What follows belongs to an exercise in optimizing a design on an open flow for small area; a production flow would make more cautious choices. In this exercise RTL edits were held to simulation tests only and were not proved equivalent to the original. The flow treats the clock pin as an ideal source, which a real chip does not have. Power and IR drop assume default switching activity.

==> inputs of run a <==
==> flow/design.v (excerpt) <==
module project_basic(
    input clk,
    input clr,
    input x1,
    input x0,
    input add,
    input sub,
    input result,
    output [7:0] zero_one,
    output [7:0] sign_zero_one,
    output [3:0] led_bits,
    output [3:0] sign_led_bits
    );
==> module project_basic, before the edit <==
module project_basic(
    input clk,
    input clr,
    input x1,
    input x0,
    input add,
    input sub,
    input result,
    output [7:0] zero_one,
    output [7:0] sign_zero_one,
    output [3:0] led_bits,
    output [3:0] sign_led_bits
    );
    reg [3:0] a, b;
    reg [2:0] pos;       
    reg sw01;            
    localparam [10:0] DM = 11'b01010101010;
    localparam [12:0] CM = 13'b0101010101010;
    reg [10:0] dlq;      
    reg [12:0] clq;      
    wire [10:0] dl = dlq ^ DM;   
    wire [12:0] cl = clq ^ CM;   
    reg [2:0] hi;        
    reg [3:0] ans;
    reg nr, er, ifadd, ifsub;
    wire key = x1 | x0;
    wire [3:0] ca = clr ? 4'd0 : a;
    wire [3:0] cb = clr ? 4'd0 : b;
    wire [2:0] cpos = clr ? 3'd0 : pos;
    wire [10:0] cdl = clr ? 11'd0 : dl;
    wire [12:0] ccl = clr ? 13'd0 : cl;
    wire csw = ~clr & sw01;
    wire cadd = ~clr & ifadd;
    wire csub = ~clr & ifsub;
    wire dlow0 = ~|cdl[9:0];
    wire cbusy = cdl[10] | ~dlow0;
    wire dfb = cdl[10] ^ cdl[8] ^ (dlow0 & (cdl[10] | key));
    wire clow0 = ~|cl[11:0];
    wire tick = cl[12] & clow0;      
    wire cfb = ccl[12] ^ ccl[3] ^ ccl[2] ^ ccl[0] ^ (~|ccl[11:0]);
    wire nadd = ~sub & (add | cadd);
    wire nsub = sub | (~add & csub);
    wire [3:0] bx = cb ^ {4{nsub}};
    wire [4:0] c;
    wire [3:0] s;
    assign c[0] = nsub;
    genvar g;
    generate for (g = 0; g < 4; g = g + 1) begin : rca
        assign s[g] = ca[g] ^ bx[g] ^ c[g];
        assign c[g+1] = (ca[g] & bx[g]) | (ca[g] & c[g]) | (bx[g] & c[g]);
    end endgenerate
    wire ld = clr | (result & (nadd | nsub));
    wire [3:0] wbit = {cpos[1:0] == 2'd0, cpos[1:0] == 2'd1, cpos[1:0] == 2'd2, cpos[1:0] == 2'd3};
    wire [3:0] wa = {4{key & ~cpos[2]}} & wbit;
    wire [3:0] wb = {4{key & cpos[2]}} & wbit;
    wire inc = ~key & csw & ~cbusy;
    always @(posedge clk) begin
        a <= (wa & {4{x1}}) | (~wa & ca);
        b <= (wb & {4{x1}}) | (~wb & cb);
        clq <= (clr ? 13'd0 : {cl[11:0], cfb}) ^ CM;
        hi[0] <= ~clr & (hi[0] ^ tick);
        hi[1] <= ~clr & (hi[1] ^ (tick & hi[0]));
        hi[2] <= ~clr & (hi[2] ^ (tick & hi[0] & hi[1]));
        dlq <= {cdl[9:0], dfb} ^ DM;
        sw01 <= key | (csw & cbusy);
        pos[0] <= cpos[0] ^ inc;
        pos[1] <= cpos[1] ^ (inc & cpos[0]);
        pos[2] <= cpos[2] ^ (inc & cpos[0] & cpos[1]);
        ifadd <= nadd;
        ifsub <= nsub;
        if (ld) ans <= s;
        nr <= (clr & ~result) | (result & nsub & ~c[4]) | (~clr & ~result & nr);
        er <= (clr & ~result) | (result & nadd & c[4]) | (~clr & ~result & er);
    end
    wire ifresult = ~(nr & er);
    wire neg = nr & ~er;
    wire error = er & ~nr;
    wire [1:0] sel = neg ? hi[1:0] : hi[2:1];
    wire [3:0] onehot = 4'b0001 << sel;
    assign led_bits = onehot;
    assign sign_led_bits = onehot;
    wire first = neg & (sel == 2'd0);
    wire vm = ans[sel] | (~ifresult & b[sel]);
    wire vs = first | (~ifresult & a[sel]);
    wire blank = ifresult & ~error & ~first;
    wire E = error;
    assign zero_one[6:5] = {2{~E}};
    assign zero_one[1] = E;
    assign {zero_one[7], zero_one[4:2]} = {4{E | ~vm}};
    assign zero_one[0] = ~ifresult & ifadd;
    assign sign_zero_one[6:5] = {2{~E & ~blank}};
    assign sign_zero_one[1] = E;
    assign {sign_zero_one[7], sign_zero_one[4:2]} = {4{E | (~blank & ~vs)}};
    assign sign_zero_one[0] = ~ifresult & ifsub;
endmodule
==> flow/config.mk <==
export PLATFORM = sky130hd
export DESIGN_NAME = project_basic
export DESIGN_NICKNAME = project_basic
export VERILOG_FILES = /design/flow/design.v
export SDC_FILE = /design/flow/constraint.sdc
export NUM_CORES = 4
export LEC_CHECK = 0
export CAP_MARGIN = 0
export CORE_MARGIN = 2
export CORE_UTILIZATION = 40
export SLEW_MARGIN = 0
==> flow/constraint.sdc <==
create_clock -name core_clock -period 10.0 [get_ports {clk}]
set_input_delay 2.0000 -clock core_clock [delete_from_list [all_inputs] [get_ports {clk}]]
set_output_delay 2.0000 -clock core_clock [all_outputs]
set_load 0.01 [all_outputs]
standard.sh (not shown) runs the stock make flow with config.mk's settings and CLKGATE_MAP_FILE= SYNTH_SCRIPT=/design/flow/synth_recipe.tcl, a recipe that flattens the netlist after the stock synthesis.
==> flow/flow/run.sh <==
#!/bin/bash
# The standard layout (standard.sh), with these changes:
#  - synthesis maps the logic with an area-oriented ABC script (flow/abc_area.script)
#    in place of ORFS's speed script; everything else in synth_recipe.tcl is kept,
#    so the registers and their names are those of the standard synthesis
#  - each port gets the smallest buffer, buf_1
#  - clock tree synthesis uses clkbuf_4 buffers without dummy loads, and then
#    flow/post_cts.tcl resizes each clock buffer to the smallest that keeps the clock-pin slew within 118 ps
# Each tool's output goes to ORFS's own logs (orfs/logs/...) and to flow_standard.log.
set -euo pipefail
W=$PWD
{
  cat <<'EOT'
proc abc {args} {
  set i [lsearch $args -script]
  if {$i >= 0} { lset args [expr {$i + 1}] $::env(MY_ABC_SCRIPT) }
  yosys abc {*}$args
}
EOT
  cat "$W/synth_recipe.tcl"
} > "$W/flow_synth.tcl"
sed -e "s|SYNTH_SCRIPT=[^ ]*|SYNTH_SCRIPT=$W/flow_synth.tcl|" "$W/standard.sh" > "$W/flow_standard.sh"
grep -q "SYNTH_SCRIPT=$W/flow_synth.tcl" "$W/flow_standard.sh"
export MY_ABC_SCRIPT=$W/flow/abc_area.script
export BUFFER_PORTS_ARGS="-buffer_cell sky130_fd_sc_hd__buf_1"
export CTS_ARGS="-sink_clustering_enable -repair_clock_nets -buf_list sky130_fd_sc_hd__clkbuf_4 -root_buf sky130_fd_sc_hd__clkbuf_4 -sink_clustering_size 10 -sink_clustering_max_diameter 30 -dont_use_dummy_load"
export POST_CTS_TCL=$W/flow/post_cts.tcl
bash "$W/flow_standard.sh" > "$W/flow_standard.log" 2>&1
==> flow/flow/abc_area.script <==
strash
balance
rewrite
refactor
balance
rewrite
rewrite -z
balance
refactor -z
rewrite -z
balance
balance
rewrite
refactor
balance
rewrite
rewrite -z
balance
refactor -z
rewrite -z
balance
balance
rewrite
refactor
balance
rewrite
rewrite -z
balance
refactor -z
rewrite -z
balance
dch -f
amap
topo
==> flow/flow/post_cts.tcl <==
set my_clk_limit 0.118
set my_clk_sizes {1 2 4 8 16}

proc my_clk_pins {} {
  return [get_pins -hierarchical */CLK]
}

proc my_pin_slew {pin} {
  set mx 0
  foreach p {slew_max_rise slew_max_fall} {
    set s [get_property $pin $p]
    if {$s > $mx} { set mx $s }
  }
  return $mx
}

# the worst clock pin: {slew pin}
proc my_worst_clk {} {
  set mx 0
  set worst ""
  foreach pin [my_clk_pins] {
    set s [my_pin_slew $pin]
    if {$s > $mx} { set mx $s; set worst $pin }
  }
  return [list $mx $worst]
}

proc my_size_of {c} {
  regexp {clkbuf_([0-9]+)$} [get_property $c ref_name] -> n
  return $n
}

proc my_resize {c n} {
  replace_cell $c sky130_fd_sc_hd__clkbuf_$n
  estimate_parasitics -placement
}

estimate_parasitics -placement
set bufs [get_cells -quiet clkbuf_*]
puts "post_cts: [llength $bufs] clock buffers, worst clock-pin slew [lindex [my_worst_clk] 0]"

for {set i 0} {$i < 20} {incr i} {
  lassign [my_worst_clk] s pin
  if {$s <= $my_clk_limit || $pin == ""} { break }
  set net [get_nets -of_objects $pin]
  set drv ""
  foreach p [get_pins -of_objects $net] {
    if {[get_property $p direction] == "output"} { set drv [get_cells -of_objects $p] }
  }
  if {$drv == "" || ![string match clkbuf_* [get_full_name $drv]]} { break }
  set n [my_size_of $drv]
  set k [lsearch $my_clk_sizes $n]
  if {$k < 0 || $k + 1 >= [llength $my_clk_sizes]} { break }
  set m [lindex $my_clk_sizes [expr {$k + 1}]]
  my_resize $drv $m
  puts "post_cts: [get_full_name $drv] clkbuf_$n -> clkbuf_$m, worst clock-pin slew [lindex [my_worst_clk] 0]"
}

# downsize each buffer as far as the limit allows
foreach c $bufs {
  set n [my_size_of $c]
  foreach m $my_clk_sizes {
    if {$m >= $n} { break }
    my_resize $c $m
    set s [lindex [my_worst_clk] 0]
    if {$s <= $my_clk_limit} {
      puts "post_cts: [get_full_name $c] clkbuf_$n -> clkbuf_$m, worst clock-pin slew $s"
      break
    }
    my_resize $c $n
  }
}
puts "post_cts: worst clock-pin slew after [lindex [my_worst_clk] 0]"
detailed_placement
check_placement -verbose
estimate_parasitics -placement
==> run b: changes against run a <==
--- a/flow/design.v
+++ b/flow/design.v
@@ -25,3 +25,3 @@
     reg [3:0] ans;
-    reg nr, er, ifadd, ifsub;
+    reg neg, error, ifadd, ifsub, ifresult;
     wire key = x1 | x0;
@@ -71,9 +71,9 @@
         ifsub <= nsub;
-        if (ld) ans <= s;
-        nr <= (clr & ~result) | (result & nsub & ~c[4]) | (~clr & ~result & nr);
-        er <= (clr & ~result) | (result & nadd & c[4]) | (~clr & ~result & er);
+        if (ld) begin
+            ans <= s;
+            neg <= nsub & ~c[4];
+            error <= ~nsub & c[4];
+        end
+        ifresult <= result | (~clr & ifresult);
     end
-    wire ifresult = ~(nr & er);
-    wire neg = nr & ~er;
-    wire error = er & ~nr;
     wire [1:0] sel = neg ? hi[1:0] : hi[2:1];
==> flow/flow/run.sh (replaced) <==
#!/bin/bash
# The standard layout (standard.sh), with three changes:
#  - synthesis maps the logic with an area-oriented ABC script (flow/abc_area.script)
#    in place of ORFS's speed script; everything else in synth_recipe.tcl is kept,
#    so the registers and their names are those of the standard synthesis
#  - each port gets the smallest buffer, buf_1
#  - clock tree synthesis uses clkbuf_4 buffers
set -euo pipefail
W=$PWD
{
  cat <<'EOT'
proc abc {args} {
  set i [lsearch $args -script]
  if {$i >= 0} { lset args [expr {$i + 1}] $::env(MY_ABC_SCRIPT) }
  yosys abc {*}$args
}
EOT
  cat "$W/synth_recipe.tcl"
} > "$W/flow_synth.tcl"
sed -e "s|SYNTH_SCRIPT=[^ ]*|SYNTH_SCRIPT=$W/flow_synth.tcl|" "$W/standard.sh" > "$W/flow_standard.sh"
grep -q "SYNTH_SCRIPT=$W/flow_synth.tcl" "$W/flow_standard.sh"
export MY_ABC_SCRIPT=$W/flow/abc_area.script
export BUFFER_PORTS_ARGS="-buffer_cell sky130_fd_sc_hd__buf_1"
export CTS_ARGS="-sink_clustering_enable -repair_clock_nets -buf_list sky130_fd_sc_hd__clkbuf_8 -root_buf sky130_fd_sc_hd__clkbuf_8 -sink_clustering_size 24 -dont_use_dummy_load"
bash "$W/flow_standard.sh" > "$W/flow_standard.log" 2>&1
==> flow/flow/abc_area.script (replaced) <==
strash
dch -f
amap
topo
--- a/flow/config.mk
+++ b/flow/config.mk
@@ -7,5 +7,6 @@
 export LEC_CHECK = 0
-export CAP_MARGIN = 0
+export CAP_MARGIN = 20
 export CORE_MARGIN = 2
-export CORE_UTILIZATION = 40
-export SLEW_MARGIN = 0
+export CORE_UTILIZATION = 85
+export PLACE_DENSITY = 0.9
+export SLEW_MARGIN = 20
removed: flow/flow/post_cts.tcl
==> impl_summary.log <==
INFO  metric post_synth_and_or_nand_nor_area_fraction = 20.3%
INFO  metric area_overhead_vs_synth = 6.08%
INFO  metric internal_power = 266 uW
INFO  metric finish.net_count = 260
INFO  metric clkCellAreaFrac = 3.32%
INFO  metric final_cell_area = 2070 sq um
INFO  metric result_of_the_run = finished clean
INFO  metric finalWeightedCongestion = 0.899
INFO  metric first_global_vias = 1,656
the above is filed under run b

==> impl_summary.log <==
INFO  metric result_of_the_run = finished clean
INFO  metric area_overhead_vs_synth = 6.47%
INFO  metric internal_power = 247 uW
INFO  metric finish.net_count = 261
INFO  metric finalWeightedCongestion = 0.841
the above is filed under run a



==> v26: inputs <==
==> flow/design.v <==
`timescale 1ns / 1ps
module project_basic(
    input clk,
    input clr,
    input x1,
    input x0,
    input add,
    input sub,
    input result,
    output [7:0] zero_one,
    output [7:0] sign_zero_one,
    output [3:0] led_bits,
    output [3:0] sign_led_bits
    );
    reg [3:0] a, b;
    reg [2:0] pos;       
    reg sw01;            
    localparam [10:0] DM = 11'b01010101010;
    localparam [12:0] CM = 13'b0101010101010;
    reg [10:0] dlq;      
    reg [12:0] clq;      
    wire [10:0] dl = dlq ^ DM;   
    wire [12:0] cl = clq ^ CM;   
    reg [2:0] hi;        
    reg [3:0] ans;
    reg neg, error, ifadd, ifsub, ifresult;
    wire key = x1 | x0;
    wire [3:0] ca = clr ? 4'd0 : a;
    wire [3:0] cb = clr ? 4'd0 : b;
    wire [2:0] cpos = clr ? 3'd0 : pos;
    wire [10:0] cdl = clr ? 11'd0 : dl;
    wire [12:0] ccl = clr ? 13'd0 : cl;
    wire csw = ~clr & sw01;
    wire cadd = ~clr & ifadd;
    wire csub = ~clr & ifsub;
    wire dlow0 = ~|cdl[9:0];
    wire cbusy = cdl[10] | ~dlow0;
    wire dfb = cdl[10] ^ cdl[8] ^ (dlow0 & (cdl[10] | key));
    wire clow0 = ~|cl[11:0];
    wire tick = cl[12] & clow0;      
    wire cfb = ccl[12] ^ ccl[3] ^ ccl[2] ^ ccl[0] ^ (~|ccl[11:0]);
    wire nadd = ~sub & (add | cadd);
    wire nsub = sub | (~add & csub);
    wire [3:0] bx = cb ^ {4{nsub}};
    wire [4:0] c;
    wire [3:0] s;
    assign c[0] = nsub;
    genvar g;
    generate for (g = 0; g < 4; g = g + 1) begin : rca
        assign s[g] = ca[g] ^ bx[g] ^ c[g];
        assign c[g+1] = (ca[g] & bx[g]) | (ca[g] & c[g]) | (bx[g] & c[g]);
    end endgenerate
    wire ld = clr | (result & (nadd | nsub));
    wire [3:0] wbit = {cpos[1:0] == 2'd0, cpos[1:0] == 2'd1, cpos[1:0] == 2'd2, cpos[1:0] == 2'd3};
    wire [3:0] wa = {4{key & ~cpos[2]}} & wbit;
    wire [3:0] wb = {4{key & cpos[2]}} & wbit;
    wire inc = ~key & csw & ~cbusy;
    always @(posedge clk) begin
        a <= (wa & {4{x1}}) | (~wa & ca);
        b <= (wb & {4{x1}}) | (~wb & cb);
        clq <= (clr ? 13'd0 : {cl[11:0], cfb}) ^ CM;
        hi[0] <= ~clr & (hi[0] ^ tick);
        hi[1] <= ~clr & (hi[1] ^ (tick & hi[0]));
        hi[2] <= ~clr & (hi[2] ^ (tick & hi[0] & hi[1]));
        dlq <= {cdl[9:0], dfb} ^ DM;
        sw01 <= key | (csw & cbusy);
        pos[0] <= cpos[0] ^ inc;
        pos[1] <= cpos[1] ^ (inc & cpos[0]);
        pos[2] <= cpos[2] ^ (inc & cpos[0] & cpos[1]);
        ifadd <= nadd;
        ifsub <= nsub;
        if (ld) begin
            ans <= s;
            neg <= nsub & ~c[4];
            error <= ~nsub & c[4];
        end
        ifresult <= result | (~clr & ifresult);
    end
    wire rneg = ifresult & neg;
    wire [1:0] sel = rneg ? hi[1:0] : hi[2:1];
    wire [3:0] onehot = 4'b0001 << sel;
    assign led_bits = onehot;
    assign sign_led_bits = onehot;
    wire first = rneg & (sel == 2'd0);
    wire vm = ifresult ? ans[sel] : b[sel];
    wire vs = ifresult ? first : a[sel];
    wire blank = ifresult & ~error & ~first;
    wire E = ifresult & error;
    assign zero_one[6:5] = {2{~E}};
    assign zero_one[1] = E;
    assign {zero_one[7], zero_one[4:2]} = {4{E | ~vm}};
    assign zero_one[0] = ~ifresult & ifadd;
    assign sign_zero_one[6:5] = {2{~E & ~blank}};
    assign sign_zero_one[1] = E;
    assign {sign_zero_one[7], sign_zero_one[4:2]} = {4{E | (~blank & ~vs)}};
    assign sign_zero_one[0] = ~ifresult & ifsub;
endmodule
==> flow/flow/run.sh <==
#!/bin/bash
# The standard layout, with the smallest buffer on each port and power
# recovery (which downsizes gates that have slack) after global routing.
set -euo pipefail
export BUFFER_PORTS_ARGS="-buffer_cell sky130_fd_sc_hd__buf_1"
export RECOVER_POWER=100
bash standard.sh > standard.log 2>&1
==> flow/standard.sh <==
#!/bin/bash
# synth_recipe.tcl (not shown) runs the flow's synth.tcl, then flattens the netlist and writes it again
# the make line also repeats each setting of config.mk as NAME=value (left out here)
make -C /OpenROAD-flow-scripts/flow DESIGN_CONFIG=/design/flow/config.mk WORK_HOME=/design/flow/orfs CLKGATE_MAP_FILE= SYNTH_SCRIPT=/design/flow/synth_recipe.tcl "${@:-finish}"
==> flow/config.mk <==
export PLATFORM = sky130hd
export DESIGN_NAME = project_basic
export DESIGN_NICKNAME = project_basic
export VERILOG_FILES = /design/flow/design.v
export SDC_FILE = /design/flow/constraint.sdc
export NUM_CORES = 4
export LEC_CHECK = 0
export CAP_MARGIN = 20
export CORE_MARGIN = 2
export CORE_UTILIZATION = 40
export SLEW_MARGIN = 20
==> flow/constraint.sdc <==
create_clock -name core_clock -period 10.0 [get_ports {clk}]
set_input_delay 2.0000 -clock core_clock [delete_from_list [all_inputs] [get_ports {clk}]]
set_output_delay 2.0000 -clock core_clock [all_outputs]
set_load 0.01 [all_outputs]
==> v35: changes against v26 <==
==> flow/design.v (replaced) <==
`timescale 1ns / 1ps
module project_basic(
    input clk,
    input clr,
    input x1,
    input x0,
    input add,
    input sub,
    input result,
    output [7:0] zero_one,
    output [7:0] sign_zero_one,
    output [3:0] led_bits,
    output [3:0] sign_led_bits
    );
    reg [3:0] a, b;
    reg [2:0] pos;       
    reg sw01;            
    reg [10:0] delay;    
    reg [15:0] count;    
    reg [4:0] ans;       
    reg error, ifadd, ifsub, ifresult;
    wire key = x1 | x0;
    wire busy = |delay;
    wire [3:0] ca = clr ? 4'd0 : a;
    wire [3:0] cb = clr ? 4'd0 : b;
    wire [2:0] cpos = clr ? 3'd0 : pos;
    wire csw = ~clr & sw01;
    wire cbusy = ~clr & busy;
    wire cadd = ~clr & ifadd;
    wire csub = ~clr & ifsub;
    wire nadd = sub ? 1'b0 : (add | cadd);
    wire nsub = sub | (~add & csub);
    wire [4:0] sum = {1'b0, ca} + {1'b0, cb};
    wire [4:0] dif = {1'b0, ca} - {1'b0, cb};
    integer i;
    reg [3:0] na, nb;
    always @(*) begin
        na = ca; nb = cb;
        for (i = 0; i < 4; i = i + 1) begin
            if (key && !cpos[2] && cpos[1:0] == 3 - i) na[i] = x1;
            if (key &&  cpos[2] && cpos[1:0] == 3 - i) nb[i] = x1;
        end
    end
    always @(posedge clk) begin
        a <= na;
        b <= nb;
        count <= clr ? 16'd0 : count + 16'd1;
        delay <= (key | cbusy) ? (clr ? 11'd0 : delay) + 11'd1 : 11'd0;
        if (key) sw01 <= 1'b1;
        else if (csw & ~cbusy) sw01 <= 1'b0;
        else sw01 <= csw;
        pos <= (~key & csw & ~cbusy) ? cpos + 3'd1 : cpos;
        ifadd <= nadd;
        ifsub <= nsub;
        if (result & nadd) begin
            ans <= {1'b0, sum[3:0]};
            error <= sum[4];
        end else if (result & nsub) begin
            ans <= dif;
            error <= 1'b0;
        end else if (clr) begin
            ans <= 5'd0;
            error <= 1'b0;
        end
        ifresult <= result | (~clr & ifresult);
    end
    wire neg = ifresult & ~error & ans[4];
    wire [1:0] sel = neg ? count[14:13] : count[15:14];
    wire [3:0] onehot = 4'b0001 << sel;
    assign led_bits = onehot;
    assign sign_led_bits = onehot;
    wire vm = ifresult ? ans[sel] : b[sel];
    wire vs = ifresult ? (neg & sel == 2'd0) : a[sel];
    wire blank = ifresult & ~error & ~(neg & sel == 2'd0);
    wire E = ifresult & error;
    assign zero_one[6:5] = {2{~E}};
    assign zero_one[1] = E;
    assign {zero_one[7], zero_one[4:2]} = {4{E | ~vm}};
    assign zero_one[0] = ~ifresult & ifadd;
    assign sign_zero_one[6:5] = {2{~E & ~blank}};
    assign sign_zero_one[1] = E;
    assign {sign_zero_one[7], sign_zero_one[4:2]} = {4{E | (~blank & ~vs)}};
    assign sign_zero_one[0] = ~ifresult & ifsub;
endmodule
==> flow/run.sh (new file) <==
#!/bin/bash
# synth_recipe.tcl (not shown) runs the flow's synth.tcl, then flattens the netlist and writes it again
# the make line also repeats each setting of config.mk as NAME=value (left out here)
make -C /OpenROAD-flow-scripts/flow DESIGN_CONFIG=/design/flow/config.mk WORK_HOME=/design/flow/orfs CLKGATE_MAP_FILE= SYNTH_SCRIPT=/design/flow/synth_recipe.tcl finish
removed: flow/flow/run.sh
removed: flow/standard.sh
==> v31: changes against v26 <==
--- a/flow/design.v
+++ b/flow/design.v
@@ -24,5 +24,5 @@
     reg [2:0] hi;        
     reg [3:0] ans;
-    reg neg, error, ifadd, ifsub, ifresult;
+    reg nr, er, ifadd, ifsub;
     wire key = x1 | x0;
     wire [3:0] ca = clr ? 4'd0 : a;
@@ -70,21 +70,22 @@
         ifadd <= nadd;
         ifsub <= nsub;
-        if (ld) begin
-            ans <= s;
-            neg <= nsub & ~c[4];
-            error <= ~nsub & c[4];
+        if (ld) ans <= s;
+        if (clr | result) begin
+            nr <= ~result | (nsub & ~c[4]);
+            er <= ~result | (nadd & c[4]);
         end
-        ifresult <= result | (~clr & ifresult);
     end
-    wire rneg = ifresult & neg;
-    wire [1:0] sel = rneg ? hi[1:0] : hi[2:1];
+    wire ifresult = ~(nr & er);
+    wire neg = nr & ~er;
+    wire error = er & ~nr;
+    wire [1:0] sel = neg ? hi[1:0] : hi[2:1];
     wire [3:0] onehot = 4'b0001 << sel;
     assign led_bits = onehot;
     assign sign_led_bits = onehot;
-    wire first = rneg & (sel == 2'd0);
-    wire vm = ifresult ? ans[sel] : b[sel];
-    wire vs = ifresult ? first : a[sel];
+    wire first = neg & (sel == 2'd0);
+    wire vm = ans[sel] | (~ifresult & b[sel]);
+    wire vs = first | (~ifresult & a[sel]);
     wire blank = ifresult & ~error & ~first;
-    wire E = ifresult & error;
+    wire E = error;
     assign zero_one[6:5] = {2{~E}};
     assign zero_one[1] = E;
==> flow/flow/run.sh (replaced) <==
#!/bin/bash
# The standard layout (standard.sh), with these changes:
#  - synthesis maps the logic with an area-oriented ABC script (flow/abc_area.script)
#    in place of ORFS's speed script; everything else in synth_recipe.tcl is kept,
#    so the registers and their names are those of the standard synthesis
#  - each port gets the smallest buffer, buf_1
#  - clock tree synthesis uses clkbuf_4 buffers without dummy loads, and then
#    flow/post_cts.tcl resizes each clock buffer to the smallest that keeps the clock-pin slew within 118 ps
# Each tool's output goes to ORFS's own logs (orfs/logs/...) and to flow_standard.log.
set -euo pipefail
W=$PWD
{
  cat <<'EOT'
proc abc {args} {
  set i [lsearch $args -script]
  if {$i >= 0} { lset args [expr {$i + 1}] $::env(MY_ABC_SCRIPT) }
  yosys abc {*}$args
}
EOT
  cat "$W/synth_recipe.tcl"
} > "$W/flow_synth.tcl"
sed -e "s|SYNTH_SCRIPT=[^ ]*|SYNTH_SCRIPT=$W/flow_synth.tcl|" "$W/standard.sh" > "$W/flow_standard.sh"
grep -q "SYNTH_SCRIPT=$W/flow_synth.tcl" "$W/flow_standard.sh"
export MY_ABC_SCRIPT=$W/flow/abc_area.script
export BUFFER_PORTS_ARGS="-buffer_cell sky130_fd_sc_hd__buf_1"
export CTS_ARGS="-sink_clustering_enable -repair_clock_nets -buf_list sky130_fd_sc_hd__clkbuf_4 -root_buf sky130_fd_sc_hd__clkbuf_4 -sink_clustering_size 10 -sink_clustering_max_diameter 30 -dont_use_dummy_load"
export POST_CTS_TCL=$W/flow/post_cts.tcl
bash "$W/flow_standard.sh" > "$W/flow_standard.log" 2>&1
==> flow/flow/abc_area.script (new file) <==
strash
balance
rewrite
refactor
balance
rewrite
rewrite -z
balance
refactor -z
rewrite -z
balance
balance
rewrite
refactor
balance
rewrite
rewrite -z
balance
refactor -z
rewrite -z
balance
balance
rewrite
refactor
balance
rewrite
rewrite -z
balance
refactor -z
rewrite -z
balance
dch -f
amap
topo
==> flow/flow/post_cts.tcl (new file) <==
set my_clk_limit 0.118
set my_clk_sizes {1 2 4 8 16}

proc my_clk_pins {} {
  return [get_pins -hierarchical */CLK]
}

proc my_pin_slew {pin} {
  set mx 0
  foreach p {slew_max_rise slew_max_fall} {
    set s [get_property $pin $p]
    if {$s > $mx} { set mx $s }
  }
  return $mx
}

# the worst clock pin: {slew pin}
proc my_worst_clk {} {
  set mx 0
  set worst ""
  foreach pin [my_clk_pins] {
    set s [my_pin_slew $pin]
    if {$s > $mx} { set mx $s; set worst $pin }
  }
  return [list $mx $worst]
}

proc my_size_of {c} {
  regexp {clkbuf_([0-9]+)$} [get_property $c ref_name] -> n
  return $n
}

proc my_resize {c n} {
  replace_cell $c sky130_fd_sc_hd__clkbuf_$n
  estimate_parasitics -placement
}

estimate_parasitics -placement
set bufs [get_cells -quiet clkbuf_*]
puts "post_cts: [llength $bufs] clock buffers, worst clock-pin slew [lindex [my_worst_clk] 0]"

for {set i 0} {$i < 20} {incr i} {
  lassign [my_worst_clk] s pin
  if {$s <= $my_clk_limit || $pin == ""} { break }
  set net [get_nets -of_objects $pin]
  set drv ""
  foreach p [get_pins -of_objects $net] {
    if {[get_property $p direction] == "output"} { set drv [get_cells -of_objects $p] }
  }
  if {$drv == "" || ![string match clkbuf_* [get_full_name $drv]]} { break }
  set n [my_size_of $drv]
  set k [lsearch $my_clk_sizes $n]
  if {$k < 0 || $k + 1 >= [llength $my_clk_sizes]} { break }
  set m [lindex $my_clk_sizes [expr {$k + 1}]]
  my_resize $drv $m
  puts "post_cts: [get_full_name $drv] clkbuf_$n -> clkbuf_$m, worst clock-pin slew [lindex [my_worst_clk] 0]"
}

# downsize each buffer as far as the limit allows
foreach c $bufs {
  set n [my_size_of $c]
  foreach m $my_clk_sizes {
    if {$m >= $n} { break }
    my_resize $c $m
    set s [lindex [my_worst_clk] 0]
    if {$s <= $my_clk_limit} {
      puts "post_cts: [get_full_name $c] clkbuf_$n -> clkbuf_$m, worst clock-pin slew $s"
      break
    }
    my_resize $c $n
  }
}
puts "post_cts: worst clock-pin slew after [lindex [my_worst_clk] 0]"
detailed_placement
check_placement -verbose
estimate_parasitics -placement
==> run notes <==
Post-Syn Nets: v26 233; v31 237; v35 338
Instance area after placement: v26 2200 um2; v31 2020 um2; v35 3030 um2
Number of library cell types mapped by synthesis: v26 44; v31 24; v35 63
Maximum level of the CTS H-tree: v26 2; v31 -; v35 2
Floorplan row count: v26 26; v31 25; v35 30
Starting Density: v26 0.416; v31 0.413; v35 0.411
Startpoint of the lowest-slack register-to-register path: v26 ifsub; v31 ifsub; v35 a[2]
Met3 layer wire length in the routed design: v26 192 um; v31 155 um; v35 190 um
Max-slew headroom: v26 0.0878; v31 0.543; v35 0.663
Global-route met1 utilization: v26 0.191; v31 0.184; v35 0.220
Well-tap cell count: v26 70; v31 54; v35 80
Clock root buffer: v26 sky130_fd_sc_hd__clkbuf_8; v31 -; v35 sky130_fd_sc_hd__clkbuf_8
Power dissipated by switching net loads: v26 94.3 uW; v31 87.3 uW; v35 92.6 uW
Final instance area: v26 2320 um2; v31 2070 um2; v35 3110 um2
Horizontal die dimension: v26 77.1 um; v31 73.6 um; v35 87.3 um
Result of the run: v26 timing/DRC/antenna clean; v31 timing/DRC/antenna clean; v35 timing/DRC/antenna clean
Util after Layout: v26 0.451; v31 0.440; v35 0.460
Storage element area: v26 1020 um2; v31 1000 um2; v35 1010 um2
Layout sequential cell count: v26 48; v31 47; v35 48
Comb pwr share: v26 0.115; v31 0.136; v35 0.120
Post-route clock skew: v26 0.00654 ns; v31 0.0347 ns; v35 0.00531 ns
Sequential power: v26 213 uW; v31 204 uW; v35 206 uW

-- static timing again, ports no longer ideal --
No port has a modelled driver above. Below, the same layouts with a new extraction and two added sets of constraints.
Step 1 (the two cells are an assumption about what drives the block):
set clk [get_ports {clk}]
set_driving_cell -lib_cell sky130_fd_sc_hd__clkbuf_16 $clk
set_driving_cell -lib_cell sky130_fd_sc_hd__buf_2 [delete_from_list [all_inputs] $clk]
Step 2, shift: input delay + t, output delay - t, t = (earliest + latest rising clock arrival at the registers) / 2. This alone moves slack from input paths to output paths.
a / b / c = ideal / step 1 / step 2; a / b = the first two.
run	t, ns	setup slack, ns	worst register clock-pin slew, ns	cell pins on the clock port's net
run a	0.374	4.865 / 4.864 / 4.490	0.11 / 0.11	1
run b	0.317	4.772 / 4.769 / 4.453	0.08 / 0.08	1
v26	0.318	4.549 / 4.551 / 4.233	0.09 / 0.09	1
v35	0.329	5.170 / 5.144 / 5.361	0.09 / 0.09	1
v31	0.514	5.252 / 5.228 / 5.103	0.11 / 0.11	1
After both steps setup and hold are still met in every run listed. The setup slack of run a, which loses most, moves by -0.001 ns with the drivers and by -0.375 ns with both steps.
